Source: an optimization exercise on an open RTL-to-GDS flow (aim: small area). Production flows keep margins and buffers that such runs may drop. Only simulation tests tie the RTL to the original design; equivalence was not proved. The clock cells of run 3 come from the design's own scripts or RTL, not from TritonCTS. No driver is modelled on the clock port, so clock power and skew are understated where the tree is cut down; a real chip needs a root buffer or a tree. Power and IR drop assume default switching activity.

$ cat flow/config.mk
export PLATFORM = sky130hd
export DESIGN_NAME = LCD
export DESIGN_NICKNAME = LCD
export VERILOG_FILES = /design/flow/design.v
export SDC_FILE = /design/flow/constraint.sdc
export NUM_CORES = 4
export LEC_CHECK = 0
export CAP_MARGIN = 20
export CORE_MARGIN = 2
export CORE_UTILIZATION = 40
export SLEW_MARGIN = 20
$ cat flow/constraint.sdc
create_clock -name core_clock -period 20.0 [get_ports {clk}]
set_input_delay 4.0000 -clock core_clock [delete_from_list [all_inputs] [get_ports {clk}]]
set_output_delay 4.0000 -clock core_clock [all_outputs]
set_load 0.01 [all_outputs]
$ cat flow/design.v
module LCD(input clk,input rst,output reg LCD_E,
output reg LCD_RS,
output reg LCD_RW,
output reg SF_D11,
output reg SF_D10,
output reg SF_D9,
output reg SF_D8);
reg [19:0] t;
reg [6:0] k;
wire last = (k[6]&k[5]&k[2]);   
wire cmd = (~k[6]&k[2]) | (k[3]) | (k[4]) | (~k[5]) | (k[6]&~k[2]);   
wire c61 = (k[2]&k[0]) | (k[6]&k[0]) | (k[3]&k[0]) | (k[4]&k[0]);
wire c2011 = (~k[6]&~k[4]&~k[3]&~k[2]&k[1]&k[0]) | (~k[6]&~k[4]&~k[3]&k[2]&~k[0]) | (k[5]&~k[4]&k[3]&~k[2]&~k[0]) | (k[5]&~k[4]&k[2]&k[1]&~k[0]);
wire c5011 = (~k[6]&~k[4]&~k[3]&~k[2]&k[1]&~k[0]);
wire c82011 = (k[5]&~k[4]&k[3]&k[2]&~k[1]&~k[0]);
wire c205011 = (~k[6]&~k[4]&~k[3]&~k[2]&~k[1]&k[0]);
wire c839584 = (~k[6]&~k[4]&~k[3]&~k[2]&~k[1]&~k[0]);
wire c902011 = (~k[5]&k[4]&k[3]&~k[2]&k[1]&~k[0]);
wire c1002011 = (k[6]&~k[4]&~k[0]) | (~k[6]&k[4]&~k[0]) | (k[6]&~k[1]&~k[0]) | (k[6]&~k[3]&~k[0]) | (k[4]&k[2]&~k[0]);
wire fire =
  (c61 & (~t[7]&t[8]&~t[13]&t[15])) |
  (c2011 & (~t[0]&t[1]&~t[4]&~t[5]&~t[7]&t[11]&t[15]&t[18])) |
  (c5011 & (~t[0]&t[5]&~t[6]&~t[7]&t[9]&~t[10]&~t[14]&t[15]&t[18]&~t[19])) |
  (c82011 & (t[0]&t[2]&~t[4]&t[5]&~t[6]&t[7]&t[10]&t[11]&~t[13]&t[14]&~t[15]&~t[16]&~t[17]&~t[18])) |
  (c205011 & (~t[0]&t[1]&t[3]&t[5]&~t[6]&~t[7]&~t[8]&~t[10]&~t[11]&t[12]&~t[15]&~t[16]&~t[17]&t[18]&t[19])) |
  (c839584 & (~t[0]&t[1]&~t[2]&~t[3]&t[4]&t[5]&~t[6]&t[8]&t[9]&~t[10]&~t[11]&~t[12]&~t[13]&t[14]&t[15]&t[16]&t[17]&~t[18]&t[19])) |
  (c902011 & (~t[0]&~t[1]&t[2]&t[3]&~t[4]&t[5]&~t[6]&~t[7]&t[8]&~t[9]&~t[10]&t[11]&~t[12]&~t[13]&~t[14]&t[15]&~t[17]&t[18]&t[19])) |
  (c1002011 & (t[0]&t[1]&~t[2]&t[3]&t[4]&~t[5]&~t[6]&~t[7]&t[8]&t[9]&t[10]&t[11]&t[12]&t[13]&t[14]&~t[15]&~t[16]&t[17]&~t[18]&t[19]));
wire endE = (~t[6]&t[16]);
wire n_SF_D8 = (~k[6]&~k[4]&~k[3]&~k[2]&~k[0]) | (k[3]&k[2]&~k[1]&~k[0]) | (~k[5]&~k[1]&~k[0]) | (k[4]&~k[1]&~k[0]) | (k[5]&~k[4]&~k[3]&~k[2]&~k[1]) | (~k[5]&k[4]&~k[3]&~k[1]) | (~k[6]&~k[4]&k[3]&k[1]&k[0]) | (~k[5]&k[4]&~k[2]&k[1]&k[0]) | (k[5]&k[4]&~k[3]&k[2]&k[0]) | (~k[5]&~k[3]&k[2]&~k[1]) | (~k[6]&k[3]&k[2]&k[1]&k[0]) | (k[5]&k[4]&k[3]&~k[2]&~k[1]) | (~k[5]&k[3]&~k[2]&k[1]&k[0]);
wire n_SF_D9 = (~k[5]&~k[1]&~k[0]) | (~k[6]&~k[4]&~k[3]&~k[2]) | (k[4]&~k[1]&~k[0]) | (k[4]&k[3]&k[2]&~k[1]) | (~k[5]&k[3]&k[2]&k[0]) | (~k[6]&k[2]&~k[1]&~k[0]) | (~k[6]&~k[3]&~k[2]&k[0]) | (~k[5]&~k[4]&~k[3]&~k[2]&k[0]) | (k[6]&k[4]&k[3]&~k[1]) | (k[6]&~k[2]&~k[1]&~k[0]) | (k[5]&k[4]&~k[3]&k[1]&k[0]) | (k[4]&~k[3]&~k[2]&k[1]&k[0]);
wire n_SF_D10 = (~k[5]&~k[4]&~k[3]&~k[2]&k[0]) | (k[4]&k[3]&k[1]&k[0]) | (k[6]&k[3]&k[1]&~k[0]) | (~k[5]&k[4]&k[2]&k[1]) | (~k[5]&k[2]&k[1]&~k[0]) | (k[6]&k[4]&k[1]&~k[0]) | (~k[5]&k[4]&k[3]&k[2]&k[0]) | (~k[6]&~k[4]&k[3]&~k[2]&~k[1]&k[0]) | (k[5]&~k[4]&~k[3]&k[2]&k[1]&k[0]);
wire n_SF_D11 = (k[6]&k[1]&~k[0]) | (k[6]&k[5]&k[2]) | (k[3]&k[2]&k[1]&~k[0]) | (k[4]&k[1]&~k[0]) | (~k[6]&~k[4]&~k[3]&k[2]&~k[1]&k[0]) | (~k[6]&~k[4]&k[3]&~k[2]&~k[1]&k[0]);
wire n_LCD_RS = (~k[5]&~k[1]) | (k[6]&~k[2]&~k[1]) | (k[3]&k[2]&~k[1]) | (k[4]&~k[1]);
always @(posedge clk) begin
  if (rst) begin
    t <= 20'd291485;
    k <= 7'd32;
  end else if (fire) begin
    t <= 20'd402671;
    k <= last ? 7'd32 : k + 7'd1;
  end else
    t <= {t[18:0], t[19] ^ t[16]};
end
always @(posedge clk) begin
  if (rst) begin
    LCD_E <= 1'b0;
    LCD_RW <= 1'b0;
    {LCD_RS,SF_D11,SF_D10,SF_D9,SF_D8} <= 5'b0;
  end else if (fire) begin
    LCD_E <= 1'b1;
    {LCD_RS,SF_D11,SF_D10,SF_D9,SF_D8} <= {n_LCD_RS,n_SF_D11,n_SF_D10,n_SF_D9,n_SF_D8};
    if (last) LCD_RW <= 1'b1;
    else if (cmd) LCD_RW <= 1'b0;
  end else if (endE)
    LCD_E <= 1'b0;
end
endmodule
$ cat flow/flow/run.sh
#!/bin/bash
# Own layout flow: the standard ORFS flow (standard.sh: the same synthesis script and
# registers, floorplan, power grid, tap cells, placement, routing), with three changes made
# through ORFS's own variables:
#  - synthesis maps the logic with an area-oriented ABC script (abc_area_deep.script here,
#    used in place of ORFS's abc_speed.script in a copy of ORFS's scripts folder);
#  - port buffers use the smallest buffer cell (buf_1);
#  - clock tree synthesis uses clkbuf_4 buffers and inserts no dummy loads.
# make's output goes to standard.log here; each tool's full log stays in orfs/logs/.
set -euo pipefail
here=$(pwd)
rm -rf "$here/scripts"
cp -r "$FLOW_HOME/scripts" "$here/scripts"
cp "$here/flow/abc_area_deep.script" "$here/scripts/abc_speed.script"
export SCRIPTS_DIR="$here/scripts"
export BUFFER_PORTS_ARGS="-buffer_cell sky130_fd_sc_hd__buf_1"
export CTS_ARGS="-sink_clustering_enable -repair_clock_nets -dont_use_dummy_load -buf_list sky130_fd_sc_hd__clkbuf_4"
bash standard.sh finish > standard.log 2>&1
$ cat flow/flow/abc_area_deep.script
strash
&get -n
&deepsyn -T 30
&put
dch -f
map -a
$ cat flow/standard.sh
#!/bin/bash
# synth_recipe.tcl (not shown) runs the flow's synth.tcl, then flattens the netlist and writes it again
# the make line also repeats each setting of config.mk as NAME=value (left out here)
make -C /OpenROAD-flow-scripts/flow DESIGN_CONFIG=/design/flow/config.mk WORK_HOME=/design/flow/orfs CLKGATE_MAP_FILE= SYNTH_SCRIPT=/design/flow/synth_recipe.tcl "${@:-finish}"
==> results.json, run 1 <==
{
  "run_status": "timing/DRC/antenna clean",
  "cap_violations": 0,
  "fin_skew_ps": 26.1,
  "synth_top_cell_by_area": "dfxtp_1",
  "fmax_mhz": 187,
  "crit_buf_inv": 3,
  "grt_pass1_vias": 1435,
  "rsz0062_at_grt": "false",
  "setup_tns_ps": 0,
  "synth.yosys.seq_area_share_pct": 43.5,
  "clk_pin_slew_worst_paths_ps": 110,
  "yosysUniqueCellTypes": 27,
  "crit_arrival_ps": 5530,
  "synth-async-reset-ratio_pct": 0,
  "cts_sinks": 34,
  "antenna_cells": 0,
  "crit_chain": "buf_1, nor2_1, clkinv_1, nor2_1, nor2_1, clkinv_1, a2111oi_0",
  "layout_common_cells": "clkinv_1 (35), dfxtp_1 (34), nor2_1 (31)",
  "final_layout_size_suffix_gt1_share_pct": 4.87,
  "worst_slack_ps": 14650,
  "max-slew-margin-rel_pct": 52.8,
  "r2r_slack_ps": 16220,
  "place_congestion": 0.950,
  "worstHoldPathCells": 2,
  "grt_usage_pct": 22.0,
  "pwr_density_cell_nw_per_um2": 75.3,
  "dieArea_um2": 4430,
  "holdCritPathClass": "flip-flop to flip-flop",
  "fin_cells": 274,
  "viasPerCell": 5.70,
  "netlist_instances": 213,
  "cts_buffers": 5,
  "wl_mm": 4.30,
  "rr_worst_depth": 14,
  "die_h_um": 66.6,
  "worstSetupEndpointType": "flip-flop",
  "syn_avg_cell_area_um2": 7.35,
  "tritoncts": "built",
  "via_count": 1562,
  "synth-seq-cells": 34,
  "drv_slew": 0,
  "port_buffers": 8,
  "post-cts-setup-buffers": 0,
  "crit_type": "primary input to flip-flop",
  "netlist.area_leader.share_pct": 43.5,
  "cpPeakStageDelay_ps": 570,
  "num_rows": 22,
  "r2r_start": "k[3]$_SDFFE_PP0P_",
  "final_common_cell": "clkinv_1",
  "yosysWarnings": 1,
  "max_slew.worst_pin.slew_ps": 705,
  "synthFlopType": "dfxtp_1",
  "gr-total-overflow": 0,
  "grt_pass1_wl_mm": 7.17,
  "holdPathEnd": "t[11]$_SDFF_PP0_",
  "slowest_stage": "nor2_1",
  "drcViolationCount": 0,
  "min_period_over_period_pct": 26.8,
  "antenna_found_initial": 0,
  "hold_ws_ps": 448,
  "hp-start": "t[10]$_SDFF_PP0_",
  "path_common_cell": "nor2_1",
  "place_ws_ps": 14310,
  "cp_max_fo": 11,
  "htreeDepth": 2,
  "critPathTopFamily": "simple AND/OR/NAND/NOR gates",
  "die_w_um": 66.6,
  "syn_to_final_growth_pct": 8.15,
  "finalSetupViolCount": 0,
  "finalHoldViolCount": 0,
  "finalCriticalPeriod_ps": 5350,
  "post_cts_resized": 0,
  "dr.pass1.iters": 4,
  "insertion_delay_ps": 340,
  "cp.required_ps": 20180,
  "core_area_um2": 3720,
  "clockBufferDepth": 2,
  "crit_path_start_kind": "primary input",
  "synth.net_count": 216,
  "synth_area_leaders": "dfxtp_1 (43%), clkinv_1 (8.4%), nor2_1 (7.4%)",
  "synth_edf_count": 0,
  "drt-initial-drc-count": 132,
  "syn_area_um2": 1570,
  "critPathLaunch": "rst",
  "io_pins": 9,
  "antenna_left": 0,
  "hpwl_mm": 3.24,
  "utilization_pct": 45.6,
  "wl_per_cell_um": 15.7,
  "dp_cells": 269,
  "initial_core_util_pct": 42.1,
  "grt_start_max_net_pins": 13,
  "nNetsFinal": 231,
  "ir_worst_vdd_v": 0.0000534,
  "p_leak_nw": 0.572,
  "post_cts_hold_buffer_count": 0,
  "cts.root.buffer_cell": "clkbuf_4",
  "r2r_end": "t[7]$_SDFF_PP1_"
}
## worst min-delay path: stages (launching register included)
cell,delay (ps)
dfxtp_1,310
clkinv_1,80
nor2_1,50
## metrics by stage
step | area, µm² | total power [mW]
2_1_floorplan | 1570 | 0.0908
3_3_place_gp | 1660 | 0.0977
3_5_place_dp | 1660 | 0.0972
4_1_cts | 1690 | 0.128
5_1_grt | 1690 | 0.135
6_report | 1690 | 0.127
## area by class of cell
class | instances | area, µm²
inverters | 35 | 131
flip-flops and latches | 34 | 681
well taps | 48 | 60.1
clock buffers | 5 | 37.5
repair buffers | 8 | 30.0
multi-input cells | 144 | 753
fillers | 388 | 2020
## cell usage after synthesis (2+ instances only)
library cell  count
nand2_1          20
a21oi_1          18
clkinv_1         35
nor4_1            8
nand3_1           9
nor3_1           15
or2_2             2
nor2_1           31
a41oi_1           2
o211ai_1          2
dfxtp_1          34
nand4_1           9
o21ai_0          12
a211oi_1          2
a22o_2            2
## layer usage
metal  global-route usage [%]  wire, µm  share of wire [%]  vias up
met1                     32.1      2070                 48      701
met5                        0         0                  0        -
met2                     31.9      1840                 43       76
met3                     4.05       321                7.5       12
met4                     8.16        72                1.7        0
li1                         -         -                  -      773
## report_power, final
| part | internal, mW | leakage (nW) | total, mW | switching (mW) |
|---|---|---|---|---|
| Sequential | 0.0736 | 0.280 | 0.0797 | 0.00612 |
| Combinational | 0.00516 | 0.268 | 0.0167 | 0.0115 |
| Clock | 0.0117 | 0.0230 | 0.0311 | 0.0194 |
| Total | 0.0905 | 0.572 | 0.127 | 0.0370 |
## state kept, by name, summed over array words and instances, names as in the netlist
register,cells
t,20
SF_D9,1
SF_D11,1
LCD_RW,1
SF_D8,1
k,7
LCD_E,1
SF_D10,1
LCD_RS,1
## kinds of logic (layout without fill, tap and decap cells)
| logic type | Yosys count | in the layout | share of synthesized area, % |
|---|---|---|---|
| flops | 34 | 34 | 43.5 |
| compound gates | 47 | 47 | 18.7 |
| buf+inv | 35 | 48 | 8.39 |
| xor+xnor | 2 | 2 | 1.12 |
| simple gates | 94 | 94 | 27.5 |
| fa+ha+maj | 1 | 1 | 0.799 |
## how the worst max path moves through the flow
| stage | slack (ps) | cells past startpoint | end |
|---|---|---|---|
| floorplan | 14960 | 3 | t[7]$_SDFF_PP1_ |
| detailed placement | 14310 | 4 | t[3]$_SDFF_PP1_ |
| global placement | 14420 | 4 | t[7]$_SDFF_PP1_ |
| global route | 14440 | 7 | k[4]$_SDFFE_PP0P_ |
| finish | 14650 | 7 | k[4]$_SDFFE_PP0P_ |
| CTS | 14670 | 4 | t[3]$_SDFF_PP1_ |
==> run 2, diff against run 1 <==
==> flow/design.v (replaced) <==
module LCD(input clk,input rst,output reg LCD_E,
output reg LCD_RS,
output reg LCD_RW,
output reg SF_D11,
output reg SF_D10,
output reg SF_D9,
output reg SF_D8);
reg [19:0] t;
reg [6:0] k;
wire last = (k[6]&k[5]&k[4]);   
wire cmd = (~k[5]) | (~k[6]&k[4]) | (k[6]&~k[4]);   
wire c61 = (k[4]&k[0]) | (k[6]&k[0]);
wire c2011 = (~k[6]&~k[3]&~k[0]) | (~k[6]&~k[4]&k[1]&k[0]) | (~k[6]&~k[2]&k[1]&~k[0]);
wire c5011 = (~k[6]&~k[4]&k[1]&~k[0]);
wire c82011 = (~k[6]&k[3]&~k[2]&~k[1]&~k[0]);
wire c205011 = (~k[6]&~k[4]&~k[1]&k[0]);
wire c839584 = (~k[6]&~k[4]&~k[1]&~k[0]);
wire c902011 = (k[6]&k[5]&~k[3]&k[2]&k[1]&~k[0]);
wire c1002011 = (~k[5]&~k[0]) | (k[6]&k[3]&~k[0]) | (k[4]&k[3]&k[2]&~k[0]) | (k[6]&~k[2]&~k[0]) | (k[6]&~k[1]&~k[0]);
wire fire =
  (c61 & (~t[7]&~t[8]&~t[13]&t[15])) |
  (c2011 & (t[0]&t[1]&t[4]&~t[5]&~t[7]&t[11]&t[15]&~t[18])) |
  (c5011 & (t[0]&t[5]&t[6]&~t[7]&t[9]&t[10]&t[14]&t[15]&~t[18]&~t[19])) |
  (c82011 & (~t[0]&~t[2]&t[4]&t[5]&t[6]&t[7]&~t[10]&t[11]&~t[13]&~t[14]&~t[15]&t[16]&~t[17]&t[18])) |
  (c205011 & (t[0]&t[1]&t[3]&t[5]&t[6]&~t[7]&t[8]&t[10]&~t[11]&~t[12]&~t[15]&t[16]&~t[17]&~t[18]&t[19])) |
  (c839584 & (t[0]&t[1]&t[2]&~t[3]&~t[4]&t[5]&t[6]&~t[8]&t[9]&t[10]&~t[11]&t[12]&~t[13]&~t[14]&t[15]&~t[16]&t[17]&t[18]&t[19])) |
  (c902011 & (t[0]&~t[1]&~t[2]&t[3]&t[4]&t[5]&t[6]&~t[7]&~t[8]&~t[9]&t[10]&t[11]&t[12]&~t[13]&t[14]&t[15]&~t[17]&~t[18]&t[19])) |
  (c1002011 & (~t[0]&t[1]&t[2]&t[3]&~t[4]&~t[5]&t[6]&~t[7]&~t[8]&t[9]&~t[10]&t[11]&~t[12]&t[13]&~t[14]&~t[15]&t[16]&t[17]&t[18]&t[19]));
wire endE = (t[6]&~t[16]);
wire n_SF_D8 = (~k[5]&~k[4]&~k[3]&~k[1]) | (~k[6]&~k[4]&~k[0]) | (k[3]&~k[1]&~k[0]) | (k[5]&~k[3]&k[2]&k[1]&k[0]) | (~k[5]&~k[4]&~k[2]&k[1]&k[0]) | (~k[4]&~k[1]&~k[0]) | (~k[5]&~k[1]&~k[0]) | (k[5]&~k[4]&k[3]&k[2]&~k[1]) | (~k[5]&k[4]&k[3]&k[2]&k[0]) | (k[6]&~k[3]&~k[2]&~k[1]&k[0]) | (k[4]&~k[3]&k[2]&k[1]&k[0]) | (~k[6]&k[3]&~k[2]&k[1]&k[0]);
wire n_SF_D9 = (~k[5]&~k[4]&~k[3]&~k[2]&k[1]&k[0]) | (~k[6]&~k[4]) | (~k[6]&~k[2]&~k[1]&~k[0]) | (~k[5]&~k[1]&~k[0]) | (~k[4]&~k[1]&~k[0]) | (k[6]&k[3]&~k[2]&~k[1]) | (~k[6]&k[3]&k[2]&k[0]) | (k[6]&k[4]&k[3]&k[1]&k[0]) | (~k[5]&~k[4]&k[3]&k[2]&k[0]) | (k[3]&~k[1]&~k[0]) | (k[5]&~k[4]&~k[3]&k[2]&~k[1]) | (k[5]&~k[4]&k[3]&~k[2]&k[0]);
wire n_SF_D10 = (~k[5]&~k[4]&k[3]&k[2]&k[0]) | (k[5]&~k[4]&~k[2]&k[1]) | (k[6]&k[4]&k[1]&~k[0]) | (k[5]&~k[4]&~k[3]&k[1]) | (~k[6]&~k[3]&k[2]&~k[1]&k[0]) | (~k[5]&~k[4]&k[2]&k[1]&k[0]) | (k[5]&~k[4]&k[3]&~k[2]&k[0]) | (~k[4]&k[3]&~k[2]&k[1]&k[0]) | (k[5]&~k[3]&~k[2]&k[1]&k[0]);
wire n_SF_D11 = (k[6]&k[1]&~k[0]) | (k[6]&k[5]&k[4]) | (k[4]&k[3]&k[1]&~k[0]) | (~k[6]&~k[3]&~k[1]&k[0]);
wire n_LCD_RS = (~k[5]&~k[1]) | (k[4]&k[3]&~k[1]) | (k[6]&~k[4]&~k[1]);
always @(posedge clk) begin
  if (rst) begin
    t <= 20'd75720;
    k <= 7'd44;
  end else if (fire) begin
    t <= 20'd225722;
    k <= last ? 7'd44 : k + 7'd1;
  end else
    t <= {t[18:0], t[19] ^ t[16]} ^ 20'd1048574;
end
always @(posedge clk) begin
  if (rst) begin
    LCD_E <= 1'b0;
    LCD_RW <= 1'b0;
    {LCD_RS,SF_D11,SF_D10,SF_D9,SF_D8} <= 5'b0;
  end else if (fire) begin
    LCD_E <= 1'b1;
    {LCD_RS,SF_D11,SF_D10,SF_D9,SF_D8} <= {n_LCD_RS,n_SF_D11,n_SF_D10,n_SF_D9,n_SF_D8};
    if (last) LCD_RW <= 1'b1;
    else if (cmd) LCD_RW <= 1'b0;
  end else if (endE)
    LCD_E <= 1'b0;
end
endmodule
==> results.json, run 2 <==
{
  "synth.net_count": 208,
  "syn_area_um2": 1500,
  "antenna_found_initial": 0,
  "pwr_density_cell_nw_per_um2": 79.8,
  "netlist.area_leader.share_pct": 45.5,
  "cts.root.buffer_cell": "clkbuf_4",
  "cpPeakStageDelay_ps": 630,
  "htreeDepth": 2,
  "yosysMostFrequentCell": "nor2_1",
  "rr_worst_depth": 12,
  "run_status": "timing/DRC/antenna clean",
  "drv_slew": 0,
  "die_w_um": 65.1,
  "dieArea_um2": 4240,
  "max_slew.worst_pin.slew_ps": 705,
  "place_congestion": 0.899,
  "pwr-share-clk_pct": 25.4,
  "top_regs": "t x20, k x7",
  "internal_power_mw": 0.0904,
  "netlist_instances": 205,
  "finalHoldViolCount": 0,
  "p_sw_mw": 0.0391,
  "cts_sinks": 34,
  "nNetsFinal": 223,
  "antenna_left": 0,
  "fin_skew_ps": 16.4,
  "rsz0062_at_grt": "false",
  "grt_pass1_vias": 1380,
  "largest_reg_flops": 20,
  "clk_pin_slew_worst_paths_ps": 100,
  "wl_mm": 3.72,
  "synth-async-reset-ratio_pct": 0,
  "final_common_cell": "nor2_1",
  "comb_power_share_pct": 12.8,
  "antenna_cells": 0,
  "synthFlopType": "dfxtp_1",
  "p_sw_share_pct": 30.2,
  "num_rows": 22,
  "setup_tns_ps": 0,
  "clockBufferDepth": 2,
  "syn_avg_cell_area_um2": 7.29,
  "max-slew-margin-rel_pct": 52.8,
  "final_layout_size_suffix_gt1_share_pct": 2.75,
  "grt_start_max_net_pins": 15,
  "synth_area_leaders": "dfxtp_1 (46%), nor2_1 (8.8%), nand2_1 (7.8%)",
  "drt-initial-drc-count": 85,
  "grt_usage_pct": 19.7,
  "finalCriticalPeriod_ps": 5140,
  "yosysWarnings": 1,
  "top_register": "t",
  "cts_buffers": 5,
  "wl_met3_um": 377,
  "insertion_delay_ps": 340,
  "wl_per_cell_um": 14.0,
  "post-cts-setup-buffers": 0,
  "tritoncts": "built",
  "crit_arrival_ps": 5410,
  "crit_path_start_kind": "primary input",
  "initial_core_util_pct": 41.2,
  "crit_chain": "buf_1, nor2_1, clkinv_1, nor3_1",
  "synth_common_cells": "nor2_1 (35), dfxtp_1 (34), nand2_1 (31)",
  "m1WireLength_mm": 1.75,
  "cap_violations": 0,
  "ir_worst_vdd_v": 0.0000368,
  "syn_to_final_growth_pct": 8.54,
  "min_period_over_period_pct": 25.7,
  "post_cts_hold_buffer_count": 0,
  "layout_common_cells": "nor2_1 (35), dfxtp_1 (34), nand2_1 (31)",
  "crit_type": "primary input to flip-flop",
  "die_h_um": 65.1,
  "fmax_mhz": 195,
  "drcViolationCount": 0,
  "dr_wl_met2_mm": 1.50,
  "finalSetupViolCount": 0,
  "port_buffers": 8,
  "cp_max_fo": 14,
  "seqPwrFrac_pct": 61.8,
  "grt_pass1_wl_mm": 6.40,
  "core_area_um2": 3630,
  "worstSetupEndpointType": "flip-flop",
  "gr-total-overflow": 0,
  "top_layer": "met4",
  "synth_top_cell_by_area": "dfxtp_1",
  "io_pins": 9,
  "slowest_stage": "nor2_1",
  "hpwl_mm": 2.71,
  "yosysUniqueCellTypes": 22,
  "post_cts_resized": 0,
  "via_count": 1524,
  "synth.yosys.seq_area_share_pct": 45.5,
  "holdCritPathClass": "flip-flop to flip-flop",
  "dr.pass1.iters": 5,
  "dp_cells": 261,
  "cp.required_ps": 20270,
  "fin_cells": 266,
  "synth_edf_count": 0,
  "viasPerCell": 5.73,
  "synth-seq-cells": 34,
  "p_leak_nw": 0.585,
  "worstHoldPathCells": 1
}
run 2: changes by cell type after synthesis, sizes merged, moves of 2 or more:
cell,previous run,this run
nor2,31,35
a221oi,0,2
nor3,15,7
o21ai,12,17
nand3,9,5
a21oi,18,20
clkinv,35,25
o311ai,0,2
nand2,20,31
o211ai,2,0
a22o,2,0
run 2: stage by stage:
| stage | hold WS [ps] | total power [mW] | worst slack (ps) | instance area [µm²] | utilization, % |
|---|---|---|---|---|---|
| 2_1_floorplan | 380 | 0.0915 | 15190 | 1500 | - |
| 3_3_place_gp | 408 | 0.0981 | 14550 | 1590 | 43.6 |
| 3_5_place_dp | 400 | 0.0979 | 14470 | 1590 | 43.6 |
| 4_1_cts | 425 | 0.130 | 14870 | 1620 | 44.7 |
| 5_1_grt | 445 | 0.137 | 14720 | 1620 | 44.7 |
| 6_report | 426 | 0.130 | 14860 | 1620 | 44.7 |
run 2: path summary, 6_finish.rpt:
kind	from	end	slack, ps
min	t[18]$_SDFF_PP0_	t[19]$_SDFF_PP0_	430
max	rst	t[0]$_SDFF_PP0_	14860
max reg2reg	k[3]$_SDFFE_PP1P_	t[0]$_SDFF_PP0_	16480
min reg2reg	t[18]$_SDFF_PP0_	t[19]$_SDFF_PP0_	430
run 2: final cells by class:
| class | instances | area, µm² |
|---|---|---|
| Sequential cell | 34 | 681 |
| Inverter | 25 | 93.8 |
| Tap cell | 48 | 60.1 |
| Multi-Input combinational cell | 146 | 721 |
| Clock buffer | 5 | 37.5 |
| Timing Repair Buffer | 8 | 30.0 |
| Fill cell | 399 | 2010 |
run 2: power by group through the flow:
stage          logic [mW]  registers (mW)  clock network [mW]
5_1_grt            0.0191          0.0808              0.0366
4_1_cts            0.0165          0.0799              0.0335
2_1_floorplan      0.0118          0.0796                   0
3_3_place_gp       0.0165          0.0816                   0
6_report           0.0166          0.0800              0.0329
3_5_place_dp       0.0165          0.0814                   0
run 2: critical path: cells and delay by family:
family,cells,cell delay (ps)
buf+inv,2,580
simple gates,2,820
run 2: per-layer routing:
metal | vias to the layer above | track usage, %
li1 | 750 | -
met1 | 675 | 27.0
met2 | 87 | 28.2
met3 | 12 | 5.99
met4 | 0 | 9.11
met5 | - | 0
run 2: kinds of logic (layout without fill, tap and decap cells):
group	after synthesis	in the layout	share of synthesized area (%)
buffers and inverters	25	38	6.28
adders and majority gates	1	1	0.837
DFF	34	34	45.5
AOI/OAI and AO/OA	51	51	20.1
and+or+nand+nor	94	94	27.3
==> run 3, diff against run 2 <==
==> flow/flow/run.sh (replaced) <==
#!/bin/bash
# Own layout flow: the standard ORFS flow (standard.sh: the same synthesis script and
# registers, floorplan, power grid, tap cells, placement, routing), with three changes made
# through ORFS's own variables:
#  - synthesis maps the logic with an area-oriented ABC script (abc_area_deep.script here,
#    used in place of ORFS's abc_speed.script in a copy of ORFS's scripts folder);
#  - port buffers use the smallest buffer cell (buf_1);
#  - the clock tree is one clkbuf_16 that drives all clock sinks (cts_one_buffer.tcl,
#    sourced by cts.tcl as its PRE_CTS_TCL hook).
# make's output goes to standard.log here; each tool's full log stays in orfs/logs/.
set -euo pipefail
here=$(pwd)
rm -rf "$here/scripts"
cp -r "$FLOW_HOME/scripts" "$here/scripts"
cp "$here/flow/abc_area_deep.script" "$here/scripts/abc_speed.script"
export SCRIPTS_DIR="$here/scripts"
export BUFFER_PORTS_ARGS="-buffer_cell sky130_fd_sc_hd__buf_1"
export PRE_CTS_TCL="$here/flow/cts_one_buffer.tcl"
bash standard.sh finish > standard.log 2>&1
==> flow/flow/cts_one_buffer.tcl (new file) <==
# Sourced by ORFS's cts.tcl just before clock tree synthesis (PRE_CTS_TCL).  The design has
# few registers, so the clock tree is a single clkbuf_16: it takes the clock port's net and
# drives every clock sink.  clock_tree_synthesis is replaced by a proc that builds it; the
# rest of cts.tcl (detailed placement, timing repair) runs as usual.
proc clock_tree_synthesis { args } {
  set block [ord::get_db_block]
  set port_net [[$block findBTerm clk] getNet]
  set master [[ord::get_db] findMaster sky130_fd_sc_hd__clkbuf_16]
  set buf [odb::dbInst_create $block $master clkbuf_0_clk]
  set leaf [odb::dbNet_create $block clknet_0_clk]
  $leaf setSigType CLOCK
  set sx 0
  set sy 0
  set n 0
  foreach it [$port_net getITerms] {
    set inst [$it getInst]
    set loc [$inst getLocation]
    set sx [expr { $sx + [lindex $loc 0] }]
    set sy [expr { $sy + [lindex $loc 1] }]
    incr n
    $it disconnect
    $it connect $leaf
  }
  [$buf findITerm A] connect $port_net
  [$buf findITerm X] connect $leaf
  $buf setLocation [expr { $sx / $n }] [expr { $sy / $n }]
  $buf setPlacementStatus PLACED
  puts "clock_tree_synthesis (cts_one_buffer.tcl): one clkbuf_16 drives $n clock sinks"
}
==> results.json, run 3 <==
{
  "run_status": "timing/DRC/antenna clean",
  "slowest_stage": "nor2_1",
  "r2r_slack_ps": 16510,
  "synth_common_cells": "nor2_1 (35), dfxtp_1 (34), nand2_1 (31)",
  "wl_per_cell_um": 13.6,
  "r2r_start": "k[3]$_SDFFE_PP1P_",
  "antenna_found_initial": 0,
  "worst-path-stages": 4,
  "grt_pass1_vias": 1313,
  "grt_pass1_wl_mm": 6.14,
  "crit_path_start_kind": "primary input",
  "layout_common_cells": "nor2_1 (35), dfxtp_1 (34), nand2_1 (31)",
  "synth-async-reset-ratio_pct": 0,
  "p_leak_nw": 0.574,
  "wl_mm": 3.57,
  "yosysUniqueCellTypes": 22,
  "die_h_um": 65.1,
  "place_congestion": 0.899,
  "crit_chain": "buf_1, nor2_1, clkinv_1, nor3_1",
  "netlist.area_leader.share_pct": 45.5,
  "syn_avg_cell_area_um2": 7.29,
  "grt_usage_pct": 17.5,
  "crit_type": "primary input to flip-flop",
  "nNetsFinal": 219,
  "post-cts-setup-buffers": 0,
  "setup_tns_ps": 0,
  "antenna_left": 0,
  "crit_arrival_ps": 5390,
  "max_slew.worst_pin.slew_ps": 713,
  "fmax_mhz": 189,
  "synthFlopType": "dfxtp_1",
  "synth_area_leaders": "dfxtp_1 (46%), nor2_1 (8.8%), nand2_1 (7.8%)",
  "dieArea_um2": 4240,
  "min_period_over_period_pct": 26.4,
  "initial_core_util_pct": 41.2,
  "io_pins": 9,
  "final_common_cell": "nor2_1",
  "crit_buf_inv": 2,
  "pwr_density_cell_nw_per_um2": 75.8,
  "port_buffers": 8,
  "clk_pin_slew_worst_paths_ps": 120,
  "netlist_instances": 205,
  "dr.pass1.iters": 4,
  "synth_edf_count": 0,
  "cap_violations": 0,
  "top_register": "t",
  "fill_cells": 396,
  "drv_slew": 0,
  "r2r_end": "t[0]$_SDFF_PP0_",
  "cpPeakStageDelay_ps": 630,
  "antenna_cells": 0,
  "synth_top_cell_by_area": "dfxtp_1",
  "finalHoldViolCount": 0,
  "holdCritPathClass": "flip-flop to flip-flop",
  "fin_skew_ps": 4.57,
  "ir_worst_vdd_v": 0.0000649,
  "post_cts_resized": 0,
  "cp.required_ps": 20110,
  "finalSetupViolCount": 0,
  "hpwl_mm": 2.71,
  "yosysWarnings": 1,
  "core_area_um2": 3630,
  "power_mw": 0.122,
  "viasPerCell": 5.57,
  "critPathTopFamily": "simple AND/OR/NAND/NOR gates",
  "final_layout_size_suffix_gt1_share_pct": 0.935,
  "syn_area_um2": 1500,
  "top_regs": "t x20, k x7",
  "via_count": 1460,
  "syn_to_final_growth_pct": 7.70,
  "yosysMostFrequentCell": "nor2_1",
  "worstSetupEndpointType": "flip-flop",
  "drcViolationCount": 0,
  "finalCriticalPeriod_ps": 5280,
  "cp-endpoint": "t[0]$_SDFF_PP0_",
  "largest_reg_flops": 20,
  "cp_max_fo": 14,
  "critPathLaunch": "rst",
  "num_rows": 22,
  "synth-seq-cells": 34,
  "rsz0062_at_grt": "false",
  "rr_worst_depth": 12,
  "synth.yosys.seq_area_share_pct": 45.5,
  "gr-total-overflow": 0,
  "post_cts_hold_buffer_count": 0,
  "insertion_delay_ps": 170,
  "drt-initial-drc-count": 76,
  "hold_ws_ps": 429,
  "grt_start_max_net_pins": 35,
  "die_w_um": 65.1,
  "synth.net_count": 208,
  "max-slew-margin-rel_pct": 52.3
}
[run 3: cell counts after synthesis]
No cell type changed its count.
[run 3: how the worst min path moves through the flow]
stage	start	to	slack, ps	cells after the start
global route	t[2]$_SDFF_PP0_	t[3]$_SDFF_PP1_	450	1
finish	t[18]$_SDFF_PP0_	t[19]$_SDFF_PP0_	430	1
detailed placement	t[2]$_SDFF_PP0_	t[3]$_SDFF_PP1_	400	1
floorplan	t[2]$_SDFF_PP0_	t[3]$_SDFF_PP1_	380	1
CTS	t[2]$_SDFF_PP0_	t[3]$_SDFF_PP1_	400	1
global placement	t[12]$_SDFF_PP0_	t[13]$_SDFF_PP1_	410	1
[run 3: cell type report]
type	instances	area [µm²]	share of cell area [%]
well taps	48	60.1	3.73
multi-input cells	146	721	44.8
flip-flops and latches	34	681	42.3
plain buffers	1	25.0	1.55
inverters	25	93.8	5.83
repair buffers	8	30.0	1.86
[run 3: power breakdown]
part	leakage [nW]	internal, mW	total [mW]	switching, mW
sequential	0.281	0.0734	0.0800	0.00658
combinational	0.281	0.00530	0.0166	0.0113
clock	0.0123	0.00937	0.0255	0.0161
total	0.574	0.0881	0.122	0.0340
[run 3: stage by stage]
step           setup WS [ps]  util, %  instances  instance area [µm²]
3_3_place_gp           14550     43.6        261                 1590
3_5_place_dp           14470     43.6        261                 1590
5_1_grt                14550     44.3        262                 1610
2_1_floorplan          15190        -        205                 1500
4_1_cts                14490     44.3        262                 1610
6_report               14720     44.3        262                 1610
[run 3: logic make-up after synthesis]
kind of cell    Yosys count  synth area share, %
compound gates           51                 20.1
fa+ha+maj                 1                0.837
buf+inv                  25                 6.28
flops                    34                 45.5
simple gates             94                 27.3
[run 3: routing by layer]
| layer | up-vias | GRT usage [%] | part of all wire (%) |
|---|---|---|---|
| met1 | 654 | 26.5 | 50 |
| li1 | 742 | - | - |
| met3 | 4 | 0.856 | 7.1 |
| met5 | - | 0 | 0 |
| met4 | 0 | 1.82 | 0.98 |
| met2 | 60 | 28.5 | 42 |

## afterwards: timing with drivers on the ports
The results above use ideal ports. As a check the final layouts listed here were re-extracted and re-timed, cells and wires unchanged. Step 1 sets driving cells, clkbuf_16 on the clock port and buf_2 on the other inputs (assumed; they add their load-dependent delay and slew). Step 2 also shifts input and output timing later by t, the mid clock arrival at the registers, as if the neighbouring blocks saw the same clock. a / b / c = ideal ports / drivers / drivers and shift; a / b = the first two.
| run | t, ns | slack for setup (ns) | hold slack, ns | clock arrival spread, ns |
|---|---|---|---|---|
| run 1 | 0.348 | 14.646 / 14.650 / 14.302 | 0.448 / 0.448 / 0.448 | 0.026 / 0.026 |
| run 2 | 0.356 | 14.864 / 14.868 / 14.512 | 0.426 / 0.426 / 0.426 | 0.017 / 0.016 |
| run 3 | 0.201 | 14.718 / 14.728 / 14.527 | 0.429 / 0.429 / 0.429 | 0.004 / 0.004 |
After both steps every run listed still meets setup and hold. The setup slack of run 2, which loses most, moves by +0.004 ns with the drivers and by -0.352 ns with both steps.
